From an optimization exercise on the open Yosys and OpenROAD flow, aimed at small area, a short achievable clock period and few clock cycles per item; shortcuts taken in it are not production practice. At most, simulation tests tie the RTL to the original design; equivalence was not proved. No driver is modelled on the clock port, so clock power and skew are understated where the tree is cut down; a real chip needs a root buffer or a tree. Power is estimated from default activity; no workload was simulated.

==> flow/design.v <==
module sbox (
    input   wire [5:0] in
    ,output wire [3:0] out
);
    localparam [63:0] T0 = 64'hA4CD96D24B76B948;
    localparam [63:0] T1 = 64'hC50B38C692705D2B;
    localparam [63:0] T2 = 64'h6B5B9DA191E66B96;
    localparam [63:0] T3 = 64'h429DCD6A79E1348E;
    assign out[0] = T0[in];
    assign out[1] = T1[in];
    assign out[2] = T2[in];
    assign out[3] = T3[in];
endmodule
module C6 (
    input   wire [7:0] C6_in
    ,output wire [5:0] C6_out
);
assign C6_out[0] = C6_in[6];
assign C6_out[1] = C6_in[4];
assign C6_out[2] = C6_in[5] ^ C6_in[0];
assign C6_out[3] = C6_in[2];
assign C6_out[4] = C6_in[3];
assign C6_out[5] = C6_in[7] ^ C6_in[1];
endmodule
module M6 (
     input  wire [7:0] a
    ,output wire [5:0] b 
);
assign b[0] = a[5] ^ a[4] ;
assign b[1] = a[6];
assign b[2] = a[7];
assign b[3] = a[0];
assign b[4] = a[1];
assign b[5] = a[3] ^ a[2];
endmodule
module full_hash (
    input wire clk
    ,input wire rst_n
    ,input wire start
    ,input wire [7:0] Byte
    ,input wire End_of_File
    ,input wire F_dr
    ,output wire [0:31] R_h
    ,output wire F_rtr
    ,output wire H_ready
);
    reg  [31:4] g;         
    reg  [5:0]  x;         
    reg  [3:0]  s;         
    reg         v1;        
    reg         v2;        
    reg  [15:0] R_c;       
    reg         eof1;      
    reg         fin;       
    reg         fin2;      
    reg         done;      
    reg         restart;   
    wire        xfer = F_dr & ~done;
    wire        hi_zero = (R_c[15:8] == 8'd0);
    wire        start_now = start & hi_zero & (R_c[7:0] == 8'd0);
    wire [5:0]  m6_out;
    wire [5:0]  c6_lo, c6_hi;
    wire [3:0]  s_out;
    M6 modulo_m6 (.a(Byte), .b(m6_out));
    C6 modulo_c6_lo (.C6_in(R_c[7:0]), .C6_out(c6_lo));
    C6 modulo_c6_hi (.C6_in(R_c[15:8]), .C6_out(c6_hi));
    sbox modulo_sbox (.in(x), .out(s_out));
    wire sp01, sp02, sp03, sp12, sp13, sp23;
    assign sp01 = s[0] ^ s[1];
    assign sp02 = s[0] ^ s[2];
    assign sp03 = s[0] ^ s[3];
    assign sp12 = s[1] ^ s[2];
    assign sp13 = s[1] ^ s[3];
    assign sp23 = s[2] ^ s[3];
    wire [31:4] f;
    assign f[4] = ~(g[26] ^ s[3]);
    assign f[5] = ~(g[27] ^ s[0]);
    assign f[6] = ~(g[24] ^ s[1]);
    assign f[7] = g[25] ^ s[2];
    assign f[8] = g[31] ^ s[0];
    assign f[9] = g[28] ^ s[1];
    assign f[10] = ~(g[29] ^ s[2]);
    assign f[11] = ~(g[30] ^ s[3]);
    assign f[12] = g[5] ^ sp01;
    assign f[13] = ~(g[6] ^ sp12);
    assign f[14] = ~(g[7] ^ sp23);
    assign f[15] = ~(g[4] ^ sp03);
    assign f[16] = g[10] ^ sp01;
    assign f[17] = g[11] ^ sp12;
    assign f[18] = ~(g[8] ^ sp23);
    assign f[19] = g[9] ^ sp03;
    assign f[20] = ~(g[15] ^ sp02);
    assign f[21] = g[12] ^ sp13;
    assign f[22] = ~(g[13] ^ sp02);
    assign f[23] = ~(g[14] ^ sp13);
    assign f[24] = g[16] ^ sp02;
    assign f[25] = g[17] ^ sp13;
    assign f[26] = ~(g[18] ^ sp02);
    assign f[27] = ~(g[19] ^ sp13);
    assign f[28] = g[21] ^ sp03;
    assign f[29] = g[22] ^ sp01;
    assign f[30] = ~(g[23] ^ sp12);
    assign f[31] = ~(g[20] ^ sp23);
    wire        fin_short = fin & hi_zero;
    wire [31:4] g_fold = g ^ {20'd0, s & {4{fin2}} | {2'b00, fin_short, 1'b0}, s & {4{fin}}};
    always_ff @(posedge clk) begin
        x <= F_dr ? m6_out : eof1 ? c6_hi : c6_lo;
        s <= s_out;
    end
    always_ff @(posedge clk or negedge rst_n)
        if (!rst_n) begin
            g    <= 28'h0000000;
            v1   <= 1'b0;
            v2   <= 1'b0;
            R_c  <= 16'd0;
            eof1 <= 1'b0;
            fin  <= 1'b0;
            fin2 <= 1'b0;
            done <= 1'b0;
            restart <= 1'b0;
        end else begin
            v1   <= xfer;
            v2   <= v1 & ~start_now;
            if (xfer)
                R_c <= R_c + 16'd1;
            eof1 <= End_of_File & ~(eof1 | fin | fin2 | done);
            fin  <= eof1;
            fin2 <= fin & ~hi_zero;
            done <= ~start_now & (done | fin_short | fin2);
            restart <= start_now;
            g    <= restart ? 28'h0000000 : v2 ? f : g_fold;
        end
    assign F_rtr = ~done;
    assign H_ready = done;
    assign R_h[3] = ~g[4];
    assign R_h[2] = ~g[5];
    assign R_h[1] = ~g[6];
    assign R_h[0] = ~g[7];
    assign R_h[7] = g[8];
    assign R_h[6] = ~g[9];
    assign R_h[5] = g[10];
    assign R_h[4] = ~g[11];
    assign R_h[11] = g[15];
    assign R_h[10] = ~g[12];
    assign R_h[9] = ~g[13];
    assign R_h[8] = g[14];
    assign R_h[15] = ~g[19];
    assign R_h[14] = g[16];
    assign R_h[13] = g[17];
    assign R_h[12] = ~g[18];
    assign R_h[19] = ~g[22];
    assign R_h[18] = ~g[23];
    assign R_h[17] = ~g[20];
    assign R_h[16] = g[21];
    assign R_h[23] = g[26];
    assign R_h[22] = g[27];
    assign R_h[21] = g[24];
    assign R_h[20] = g[25];
    assign R_h[27] = g[29];
    assign R_h[26] = g[30];
    assign R_h[25] = g[31];
    assign R_h[24] = ~g[28];
    assign R_h[31] = g[5];
    assign R_h[30] = ~g[6];
    assign R_h[29] = ~g[7];
    assign R_h[28] = ~g[4];
endmodule
Settings: LEC_CHECK=0, CAP_MARGIN=20, CORE_MARGIN=2, CORE_UTILIZATION=40, PLACE_DENSITY=0.6, SETUP_SLACK_MARGIN=3.0, SLEW_MARGIN=20; clock period 5.0 ns.
standard.sh (not shown) runs the stock make flow with config.mk's settings and CLKGATE_MAP_FILE= SYNTH_SCRIPT=/design/flow/synth_recipe.tcl, a recipe that flattens the netlist after the stock synthesis.
==> flow/flow/run.sh <==
#!/bin/bash
# Standard ORFS layout with two changes:
#  - the port buffers are buf_2 cells instead of the cell buffer_ports picks by
#    default (a slow delay buffer);
#  - after CTS, the clock tree is rebuilt with one level of buffers
#    (flow/post_cts.tcl): the clock port drives 3 clkbuf_16 cells, each
#    driving the registers of one slice of the core.
set -euo pipefail
export BUFFER_PORTS_ARGS="-buffer_cell sky130_fd_sc_hd__buf_2"
export POST_CTS_TCL="$PWD/flow/post_cts.tcl"
bash standard.sh > make.log 2>&1
Other scripts of this flow, unchanged in this note and not shown: flow/flow/post_cts.tcl
Then changed:
--- a/flow/design.v
+++ b/flow/design.v
@@ -1,16 +1,29 @@
 module sbox (
-    input   wire [5:0] in
+    input   wire [3:0] col
+    ,input  wire [3:0] row_oh
     ,output wire [3:0] out
 );
-    localparam [63:0] T0 = 64'hA4CD96D24B76B948;
-    localparam [63:0] T1 = 64'hC50B38C692705D2B;
-    localparam [63:0] T2 = 64'h6B5B9DA191E66B96;
-    localparam [63:0] T3 = 64'h429DCD6A79E1348E;
-    assign out[0] = T0[in];
-    assign out[1] = T1[in];
-    assign out[2] = T2[in];
-    assign out[3] = T3[in];
+    localparam [15:0] R0_0 = 16'h9E58;
+    localparam [15:0] R0_1 = 16'h4CF1;
+    localparam [15:0] R0_2 = 16'h5A96;
+    localparam [15:0] R0_3 = 16'hD962;
+    localparam [15:0] R1_0 = 16'h35E2;
+    localparam [15:0] R1_1 = 16'h9427;
+    localparam [15:0] R1_2 = 16'h8D79;
+    localparam [15:0] R1_3 = 16'h6C4B;
+    localparam [15:0] R2_0 = 16'h2B6C;
+    localparam [15:0] R2_1 = 16'hB14A;
+    localparam [15:0] R2_2 = 16'h9D71;
+    localparam [15:0] R2_3 = 16'h87B8;
+    localparam [15:0] R3_0 = 16'hCA99;
+    localparam [15:0] R3_1 = 16'h8369;
+    localparam [15:0] R3_2 = 16'h73AC;
+    localparam [15:0] R3_3 = 16'h1AA7;
+    assign out[0] = |(row_oh & {R3_0[col], R2_0[col], R1_0[col], R0_0[col]});
+    assign out[1] = |(row_oh & {R3_1[col], R2_1[col], R1_1[col], R0_1[col]});
+    assign out[2] = |(row_oh & {R3_2[col], R2_2[col], R1_2[col], R0_2[col]});
+    assign out[3] = |(row_oh & {R3_3[col], R2_3[col], R1_3[col], R0_3[col]});
 endmodule
 module C6 (
     input   wire [7:0] C6_in
     ,output wire [5:0] C6_out
@@ -44,18 +57,18 @@
     ,output wire F_rtr
     ,output wire H_ready
 );
     reg  [31:4] g;         
-    reg  [5:0]  x;         
+    reg  [3:0]  x_col;     
+    reg  [3:0]  x_row;     
     reg  [3:0]  s;         
     reg         v1;        
     reg         v2;        
     reg  [15:0] R_c;       
     reg         eof1;      
     reg         fin;       
     reg         fin2;      
     reg         done;      
-    reg         restart;   
     wire        xfer = F_dr & ~done;
     wire        hi_zero = (R_c[15:8] == 8'd0);
     wire        start_now = start & hi_zero & (R_c[7:0] == 8'd0);
     wire [5:0]  m6_out;
@@ -63,9 +76,10 @@
     wire [3:0]  s_out;
     M6 modulo_m6 (.a(Byte), .b(m6_out));
     C6 modulo_c6_lo (.C6_in(R_c[7:0]), .C6_out(c6_lo));
     C6 modulo_c6_hi (.C6_in(R_c[15:8]), .C6_out(c6_hi));
-    sbox modulo_sbox (.in(x), .out(s_out));
+    wire [5:0]  x = F_dr ? m6_out : eof1 ? c6_hi : c6_lo;
+    sbox modulo_sbox (.col(x_col), .row_oh(x_row), .out(s_out));
     wire sp01, sp02, sp03, sp12, sp13, sp23;
     assign sp01 = s[0] ^ s[1];
     assign sp02 = s[0] ^ s[2];
     assign sp03 = s[0] ^ s[3];
@@ -103,9 +117,10 @@
     assign f[31] = ~(g[20] ^ sp23);
     wire        fin_short = fin & hi_zero;
     wire [31:4] g_fold = g ^ {20'd0, s & {4{fin2}} | {2'b00, fin_short, 1'b0}, s & {4{fin}}};
     always_ff @(posedge clk) begin
-        x <= F_dr ? m6_out : eof1 ? c6_hi : c6_lo;
+        x_col <= x[4:1];
+        x_row <= 4'b0001 << {x[5], x[0]};
         s <= s_out;
     end
     always_ff @(posedge clk or negedge rst_n)
         if (!rst_n) begin
@@ -116,9 +131,8 @@
             eof1 <= 1'b0;
             fin  <= 1'b0;
             fin2 <= 1'b0;
             done <= 1'b0;
-            restart <= 1'b0;
         end else begin
             v1   <= xfer;
             v2   <= v1 & ~start_now;
             if (xfer)
@@ -126,10 +140,9 @@
             eof1 <= End_of_File & ~(eof1 | fin | fin2 | done);
             fin  <= eof1;
             fin2 <= fin & ~hi_zero;
             done <= ~start_now & (done | fin_short | fin2);
-            restart <= start_now;
-            g    <= restart ? 28'h0000000 : v2 ? f : g_fold;
+            g    <= start_now ? 28'h0000000 : v2 ? f : g_fold;
         end
     assign F_rtr = ~done;
     assign H_ready = done;
     assign R_h[3] = ~g[4];
After rerunning:
- The new run finished clean
- clock power decreases by 11%
- power increases by about 90%
- sequential share of layout area increases by 0.76 points
- global-route usage hardly moves
- final cell count increases by 2.5%
- critical path depth increases by 1
- via count increases by 2.6%
- fmax increases by about 1.7%
- sequential power increases by about 60%
- design area decreases by 1.0%
- setup slack improved by 33 ps
- register-to-register slack improved by 20 ps
No run of this note included a check of the RTL's function; only the layout flow was run. In the first run of this note the design's own scripts or RTL, not TritonCTS, make the clock network.


== 02-10 ==
RTL: the design.v shown in full above, as it stands there.
clock: 5.0 ns
lec_check: 0
cap_margin: 20
core_margin: 2
core_utilization: 40
place_density: 0.6
setup_slack_margin: 3.2
slew_margin: 20
Scripts as last shown in full above: flow/flow/run.sh
Other scripts of this flow, unchanged in this note and not shown: flow/flow/post_cts.tcl
Input changes introduced in 12-13 (baseline for comparison: 02-10):
--- a/flow/design.v
+++ b/flow/design.v
@@ -108,9 +108,8 @@
         s <= s_out;
     end
     always_ff @(posedge clk or negedge rst_n)
         if (!rst_n) begin
-            g    <= 28'h0000000;
             v1   <= 1'b0;
             v2   <= 1'b0;
             R_c  <= 16'd0;
             eof1 <= 1'b0;
@@ -127,10 +126,11 @@
             fin  <= eof1;
             fin2 <= fin & ~hi_zero;
             done <= ~start_now & (done | fin_short | fin2);
             restart <= start_now;
-            g    <= restart ? 28'h0000000 : v2 ? f : g_fold;
         end
+    always_ff @(posedge clk)
+        g <= (~rst_n | restart) ? 28'h0000000 : v2 ? f : g_fold;
     assign F_rtr = ~done;
     assign H_ready = done;
     assign R_h[3] = ~g[4];
     assign R_h[2] = ~g[5];
Notes after the runs:
- When the final numbers for 02-10 and 12-13 were put side by side, the via total after detailed routing turned out to be greater in 02-10.
- Comparing minimum period implied by the final worst setup slack for 02-10 and 12-13, the bigger number came from 02-10.
- Max total detailed-routing wirelength across 02-10 and 12-13: 02-10
- 02-10 → 12-13: fraction of area in registers decreased 2.1 points, final area went down, power after layout has increased, part of the total power dissipated in the clock network shrank by 15 points.
- Cell count: 12-13 lower than 02-10
- Comparing 02-10 and 12-13, the higher proportion of power drawn by combinational gates was measured on 12-13.
- Amount of wire on met2 after detailed routing in 12-13 is 150 um above 02-10.
Testbench counts of 12-13, summed over its fixed seeds: cycles 8,189, bytes 7,421.
Only the layout flow was run in 02-10; the RTL was not checked for function there. The clock cells of 02-10 come from the design's own scripts or RTL, not from TritonCTS.


build 10:
Another version of the RTL of full_hash (not shown whole).
Size: about 62 flip-flops, ~47 I/O pins, about 3400 µm² of cells after synthesis.
==> module full_hash, before the edit <==
module full_hash (
    input wire clk
    ,input wire rst_n
    ,input wire start
    ,input wire [7:0] Byte
    ,input wire End_of_File
    ,input wire F_dr
    ,output wire [0:31] R_h
    ,output wire F_rtr
    ,output wire H_ready
);
    reg  [31:4] g;         
    reg  [5:0]  x;         
    reg  [3:0]  s;         
    reg         v1;        
    reg         v2;        
    reg  [15:0] R_c;       
    reg         eof1;      
    reg         fin;       
    reg         fin2;      
    reg         done;      
    reg         restart;   
    reg         rdy;       
    wire        xfer = F_dr & rdy;
    wire [15:0] count = R_c + {15'd0, v1};
    wire        count_zero = v1 ? (&R_c) : ~(|R_c);
    wire        start_now = start & count_zero;
    wire        hi_zero = (R_c[15:8] == 8'd0);
    wire [5:0]  m6_out;
    wire [5:0]  c6_lo, c6_hi;
    wire [3:0]  s_out;
    M6 modulo_m6 (.a(Byte), .b(m6_out));
    C6 modulo_c6_lo (.C6_in(count[7:0]), .C6_out(c6_lo));
    C6 modulo_c6_hi (.C6_in(R_c[15:8]), .C6_out(c6_hi));
    sbox modulo_sbox (.in(x), .out(s_out));
    wire sp01, sp02, sp03, sp12, sp13, sp23;
    assign sp01 = s[0] ^ s[1];
    assign sp02 = s[0] ^ s[2];
    assign sp03 = s[0] ^ s[3];
    assign sp12 = s[1] ^ s[2];
    assign sp13 = s[1] ^ s[3];
    assign sp23 = s[2] ^ s[3];
    wire [31:4] f;
    assign f[4] = g[26] ^ s[3];
    assign f[5] = g[27] ^ s[0];
    assign f[6] = g[24] ^ s[1];
    assign f[7] = ~(g[25] ^ s[2]);
    assign f[8] = g[31] ^ s[0];
    assign f[9] = g[28] ^ s[1];
    assign f[10] = ~(g[29] ^ s[2]);
    assign f[11] = g[30] ^ s[3];
    assign f[12] = g[5] ^ sp01;
    assign f[13] = ~(g[6] ^ sp12);
    assign f[14] = g[7] ^ sp23;
    assign f[15] = g[4] ^ sp03;
    assign f[16] = g[10] ^ sp01;
    assign f[17] = ~(g[11] ^ sp12);
    assign f[18] = g[8] ^ sp23;
    assign f[19] = g[9] ^ sp03;
    assign f[20] = g[15] ^ sp02;
    assign f[21] = ~(g[12] ^ sp13);
    assign f[22] = ~(g[13] ^ sp02);
    assign f[23] = g[14] ^ sp13;
    assign f[24] = g[16] ^ sp02;
    assign f[25] = g[17] ^ sp13;
    assign f[26] = g[18] ^ sp02;
    assign f[27] = g[19] ^ sp13;
    assign f[28] = ~(g[21] ^ sp03);
    assign f[29] = ~(g[22] ^ sp01);
    assign f[30] = g[23] ^ sp12;
    assign f[31] = g[20] ^ sp23;
    wire        fin_short = fin & hi_zero;
    wire        done_next = ~restart & (done | fin_short | fin2);
    wire [31:4] g_fold = g ^ {20'd0, s & {4{fin2}} | {2'b00, fin_short, 1'b0}, s & {4{fin}}};
    always_ff @(posedge clk) begin
        x <= F_dr ? m6_out : eof1 ? c6_hi : c6_lo;
        s <= s_out;
    end
    always_ff @(posedge clk or negedge rst_n)
        if (!rst_n) begin
            v1   <= 1'b0;
            v2   <= 1'b0;
            R_c  <= 16'd0;
            eof1 <= 1'b0;
            fin  <= 1'b0;
            fin2 <= 1'b0;
            done <= 1'b0;
            restart <= 1'b0;
        end else begin
            v1   <= xfer;
            v2   <= v1 & ~start_now;
            R_c  <= count;
            eof1 <= End_of_File & ~(eof1 | fin | fin2 | done);
            fin  <= eof1;
            fin2 <= fin & ~hi_zero;
            done <= done_next;
            restart <= start_now;
        end
    always_ff @(posedge clk)
        g <= (~rst_n | restart) ? 28'h10DC3AF : v2 ? f : g_fold;
    always_ff @(posedge clk)
        rdy <= ~rst_n | ~done_next;
    assign F_rtr = rdy;
    assign H_ready = done;
    assign R_h[3] = g[4];
    assign R_h[2] = g[5];
    assign R_h[1] = g[6];
    assign R_h[0] = g[7];
    assign R_h[7] = g[8];
    assign R_h[6] = g[9];
    assign R_h[5] = g[10];
    assign R_h[4] = g[11];
    assign R_h[11] = g[15];
    assign R_h[10] = g[12];
    assign R_h[9] = g[13];
    assign R_h[8] = g[14];
    assign R_h[15] = g[19];
    assign R_h[14] = g[16];
    assign R_h[13] = g[17];
    assign R_h[12] = g[18];
    assign R_h[19] = g[22];
    assign R_h[18] = g[23];
    assign R_h[17] = g[20];
    assign R_h[16] = g[21];
    assign R_h[23] = g[26];
    assign R_h[22] = g[27];
    assign R_h[21] = g[24];
    assign R_h[20] = g[25];
    assign R_h[27] = g[29];
    assign R_h[26] = g[30];
    assign R_h[25] = g[31];
    assign R_h[24] = g[28];
    assign R_h[31] = ~g[5];
    assign R_h[30] = g[6];
    assign R_h[29] = g[7];
    assign R_h[28] = g[4];
endmodule
Settings: LEC_CHECK=0, CAP_MARGIN=20, CORE_MARGIN=2, CORE_UTILIZATION=40, PLACE_DENSITY=0.6, SETUP_SLACK_MARGIN=3.1, SLEW_MARGIN=20; clock period 5.0 ns.
Scripts as last shown in full above: flow/flow/run.sh
Other scripts of this flow, unchanged in this note and not shown: flow/flow/post_cts.tcl
Testbench counts of build 10, summed over its fixed seeds: cycles 8,189, bytes 7,421.
### build 10 -> build 36
-- flow/design.v --
<<< build 10, line 56
    reg         done;      
    reg         restart;   
    reg         rdy;       
    wire        xfer = F_dr & rdy;
    wire [15:0] count = R_c + {15'd0, v1};
    wire        count_zero = v1 ? (&R_c) : ~(|R_c);
>>> build 36, line 56
    reg         done;      
    reg         restart;   
    wire        xfer = F_dr & ~done;
    wire [15:0] count = R_c + {15'd0, v1};
    wire        count_zero = v1 ? (&R_c) : ~(|R_c);
<<< build 10, line 134
    always_ff @(posedge clk)
        g <= (~rst_n | restart) ? 28'h10DC3AF : v2 ? f : g_fold;
    always_ff @(posedge clk)
        rdy <= ~rst_n | ~done_next;
    assign F_rtr = rdy;
    assign H_ready = done;
    assign R_h[3] = g[4];
>>> build 36, line 133
    always_ff @(posedge clk)
        g <= (~rst_n | restart) ? 28'h10DC3AF : v2 ? f : g_fold;
    assign F_rtr = ~done;
    assign H_ready = done;
    assign R_h[3] = g[4];
Findings:
- Looking at build 36 and build 10, the utilization is a wash.
- Measured against each other, build 36 and build 10 differ in vertical extent of the die, the lower figure coming from build 36.
- Summary of build 36 over build 10: part of the power in combinational logic level, total power shows a reduction of about 1.6%.
- Die size: build 36 is under build 10
- Any difference in register-to-register slack between build 10 and build 36 is small enough to ignore.
- [compare] base=build 10 new=build 36: antenna diode count barely changed, final worst slack flat, aggregate routed wire length climbed about 1.2%.
- [compare] base=build 10 new=build 36: fmax has remained practically unchanged; global-route wire length before repair has increased; critical path depth held.
Testbench counts of build 36, summed over its fixed seeds: cycles 8,189, bytes 7,421.
In every run of this note, the design's own scripts or RTL, not TritonCTS, make the clock network.

==> afterwards: timing with drivers on the ports <==
How much do the figures lean on ideal ports? The routed layouts below were timed once more, with nothing changed but the port constraints.
Step 1: set_driving_cell puts a clkbuf_16 on clk and a buf_2 on each other input, an assumption about the parent block.
Step 2 moves the port delays by t, midway between the first and last clock arrival at a register: inputs arrive t later, outputs are due t later. That takes back most of the time a late clock gives input paths.
a / b / c = ideal / step 1 / step 2; a / b = the first two.
run	shift t [ns]	slack for setup (ns)	pins driven straight from the clock port
the first run of note 1	0.214	2.971 / 2.994 / 2.780	3
the second run of note 1	0.214	3.004 / 3.042 / 2.828	3
02-10	0.216	3.197 / 3.174 / 3.012	3
12-13	0.215	3.224 / 3.163 / 3.031	3
build 10	0.207	3.167 / 3.167 / 3.029	3
build 36	0.205	3.167 / 3.139 / 3.089	3
After both steps setup and hold are still met in every run listed. The setup slack of 12-13, which loses most, moves by -0.061 ns with the drivers and by -0.193 ns with both steps.
